This is an optimization exercise on Yosys and OpenROAD, whose aim is small area and a short achievable clock period, not a production implementation. Only simulation tests tie the RTL to the original design; equivalence was not proved. Power figures rest on the tool's default switching activity, not on a simulated workload.

v39:
==> flow/design.v <==
`timescale 1ps/1ps
module sobel_mod (
    input clk,
    input rst,
    input [7:0] cam_red_i,
    input [7:0] cam_green_i,
    input [7:0] cam_blue_i,
    input cam_done_i,
    output [7:0] sobel_red_o,
    output [7:0] sobel_green_o,
    output [7:0] sobel_blue_o,
    output sobel_done_o
);
localparam THRESHOLD = 60;
reg  [6:0]  ga;       
reg  [7:0]  gb;       
reg  [4:0]  gc;       
reg         iv;       
reg  [13:0] cnt;      
reg         armed;    
reg         r1I;      
always @(posedge clk) begin
    ga <= {2'b00, cam_red_i[7:2]} + {4'b0000, cam_red_i[7:5]};
    gb <= {1'b0, cam_green_i[7:1]} + {4'b0000, cam_green_i[7:4]};
    gc <= {1'b0, cam_blue_i[7:4]} + {2'b00, cam_blue_i[7:5]};
    iv <= ~rst & cam_done_i;
    cnt <= iv ? cnt + 14'd1 : 14'd0;
    r1I <= iv & (((cnt[13:7] == 7'd1) & (cnt[6:0] != 7'd127)) |
                 ((cnt[13:7] == 7'd0) & (cnt[6:0] == 7'd127)));
    armed <= ~rst & (armed | (iv & (cnt == 14'd129)));
end
reg  [7:0]  g0;       
reg         r0G;      
reg         r1G;      
reg         c0G;      
reg         goG;      
always @(posedge clk) begin
    g0  <= {1'b0, ga} + gb + {3'b000, gc};
    r0G <= (cnt[13:7] == 7'd0);
    r1G <= r1I;
    c0G <= (cnt[6:0] == 7'd0);
end
always @(posedge clk) begin
    if (rst) goG <= 1'b0;
    else     goG <= iv & (armed | (cnt == 14'd129));
end
reg [2047:0] line;
always @(posedge clk)
    line <= {line[2039:0], g0};
wire [7:0] mid = line[127*8 +: 8];   
wire [7:0] top = line[255*8 +: 8];   
wire [7:0] topn = line[254*8 +: 8];
wire [7:0] midn = line[126*8 +: 8];
reg  [9:0] pt;
always @(posedge clk)
    pt <= {2'b00, r1I ? 8'd0 : topn} + {1'b0, midn, 1'b0};
wire [7:0] top_m = r1G ? 8'd0 : top;
wire [7:0] bot_m = r0G ? 8'd0 : g0;
reg  [9:0] vB;    
reg  [8:0] dyB;   
reg        c0B;   
reg        go1;
always @(posedge clk) begin
    vB  <= pt + {2'b00, bot_m};
    dyB <= {1'b0, top_m} - {1'b0, bot_m};
    c0B <= c0G;
end
reg  [9:0]  vD;    
reg  [9:0]  vL;    
reg  [8:0]  dyD;   
reg  [10:0] P;     
reg  [10:0] gxr;   
reg  [10:0] gyr;   
reg         go2;
wire [9:0] vR  = c0B ? 10'd0 : vB;
wire [8:0] dyR = c0B ? 9'd0  : dyB;
always @(posedge clk) begin
    vD  <= vB;
    vL  <= c0B ? 10'd0 : vD;
    dyD <= c0G ? 9'd0 : dyB;    
    P   <= {{2{dyD[8]}}, dyD} + {dyB[8], dyB, 1'b0};
    gxr <= {1'b0, vL} - {1'b0, vR};
    gyr <= P + {{2{dyR[8]}}, dyR};
end
reg [9:0] s1;      
reg       sx1;     
reg       go3;
wire       sx  = gxr[10];
wire       sy  = gyr[10];
wire [9:0] gxi = gxr[9:0] ^ {10{sx}};
wire [9:0] gyi = gyr[9:0] ^ {10{sy}};
wire [10:0] ssum = {gxi, 1'b1} + {gyi, sy};
always @(posedge clk) begin
    s1  <= ssum[10:1];
    sx1 <= sx;
end
wire [9:0] s = s1 + {9'd0, sx1};    
reg [7:0] outp;
reg       go4;
always @(posedge clk)
    outp <= (s >= THRESHOLD) ? 8'd255 : s[7:0];
always @(posedge clk) begin
    if (rst) begin
        go1 <= 1'b0;
        go2 <= 1'b0;
        go3 <= 1'b0;
        go4 <= 1'b0;
    end else begin
        go1 <= goG;
        go2 <= go1;
        go3 <= go2;
        go4 <= go3;
    end
end
assign sobel_red_o   = outp;
assign sobel_green_o = outp;
assign sobel_blue_o  = outp;
assign sobel_done_o  = go4;
endmodule
export LEC_CHECK = 0
export ABC_CLOCK_PERIOD_IN_PS = 1800
export CAP_MARGIN = 20
export CORE_MARGIN = 2
export CORE_UTILIZATION = 60
export SETUP_SLACK_MARGIN = 2.95
export SLEW_MARGIN = 20
create_clock -name core_clock -period 5.0 [get_ports {clk}]
standard.sh (not shown) runs the stock make flow with config.mk's settings and CLKGATE_MAP_FILE= SYNTH_SCRIPT=/design/flow/synth_recipe.tcl, a recipe that flattens the netlist after the stock synthesis.
==> flow/flow/run.sh <==
#!/bin/bash
# The standard layout (the standard.sh), with clock tree synthesis told
# to cluster up to 34 sinks per leaf buffer and to add no dummy loads.
set -euo pipefail
export CTS_ARGS="-sink_clustering_enable -repair_clock_nets -sink_clustering_size 34 -sink_clustering_max_diameter 60 -dont_use_dummy_load"
bash standard.sh > standard_flow.log 2>&1
Setup changes, v39 to v55
Settings: an added ABC_AREA of 1; a deleted ABC_CLOCK_PERIOD_IN_PS that had been 1800.
Notes after the runs:
- Comparing v39 and v55, the higher sequential share of layout area is on v55.
- Measured against each other, v39 and v55 differ in buffer and inverter count on the worst path, the higher figure coming from v39.
- Against v39 as the reference, v55 delivers a lower area of all placed cells without fillers.
- Looking at the reports, v39 completed the entire flow and the layout it produced met the timing, design-rule and antenna checks.
- v55 completed end to end with timing, DRC and antenna clean.
- Max post-detailed-routing wire length across v39 and v55: v39
- v39 → v55: setup slack of the critical path after layout has increased, setup slack after placement picked up an extra 0.13 ns, maximum count of clock buffers along a single path level, synthesized cell count has increased, net switching power of the design moved up.
- met1 track demand over resource in global routing was lower in the run labelled v39.
- Post-route total power: v55 vs v39 up 0.00081 W
The following lists how v20 was set up differently from v55:
Settings: SETUP_SLACK_MARGIN now 2.88, was 2.95.
[summary]
- v20 went all the way through synthesis, placement and routing and the layout is clean on timing, DRC and antenna.
- Compared with v55, in v20 power after layout held steady, final HPWL from detailed placement grew by 1.1%, latest clock arrival within the worst-skew pair held steady.
- Status: multi-input combinational area share parity (v20, v55)
- Per the comparison of v20 with v55, buffer share of cell area flat, wire length now larger, final cell count without fillers roughly the same, register share of the cell area higher.
- On final cell area excluding filler cells, v20 and v55 are basically level.

## port drivers added, routing unchanged
The results above use ideal ports. As a check the final layouts listed here were re-extracted and re-timed, cells and wires unchanged.
Step 1, drivers: a clkbuf_16 drives clk and a buf_2 each remaining input, both assumed.
Step 2 moves the port delays by t, midway between the first and last clock arrival at a register: inputs arrive t later, outputs are due t later. That takes back most of the time a late clock gives input paths.
Three values: ideal, step 1, step 2; two values: the first two.
| run | shift t [ns] | setup WS [ns] | worst setup path after step 2 | slew at the worst register clock pin (ns) | worst data-port slew with drivers (ns) |
|---|---|---|---|---|---|
| v39 | 0.680 | 2.846 / 2.831 / 2.391 | input to register | 0.11 / 0.11 | 0.04 |
| v55 | 0.700 | 2.859 / 2.794 / 2.342 | input to register | 0.11 / 0.11 | 0.05 |
| v20 | 0.693 | 2.871 / 2.806 / 2.303 | input to register | 0.11 / 0.11 | 0.04 |
After both steps every run listed still meets setup and hold. The setup slack of v20, which loses most, moves by -0.065 ns with the drivers and by -0.568 ns with both steps.
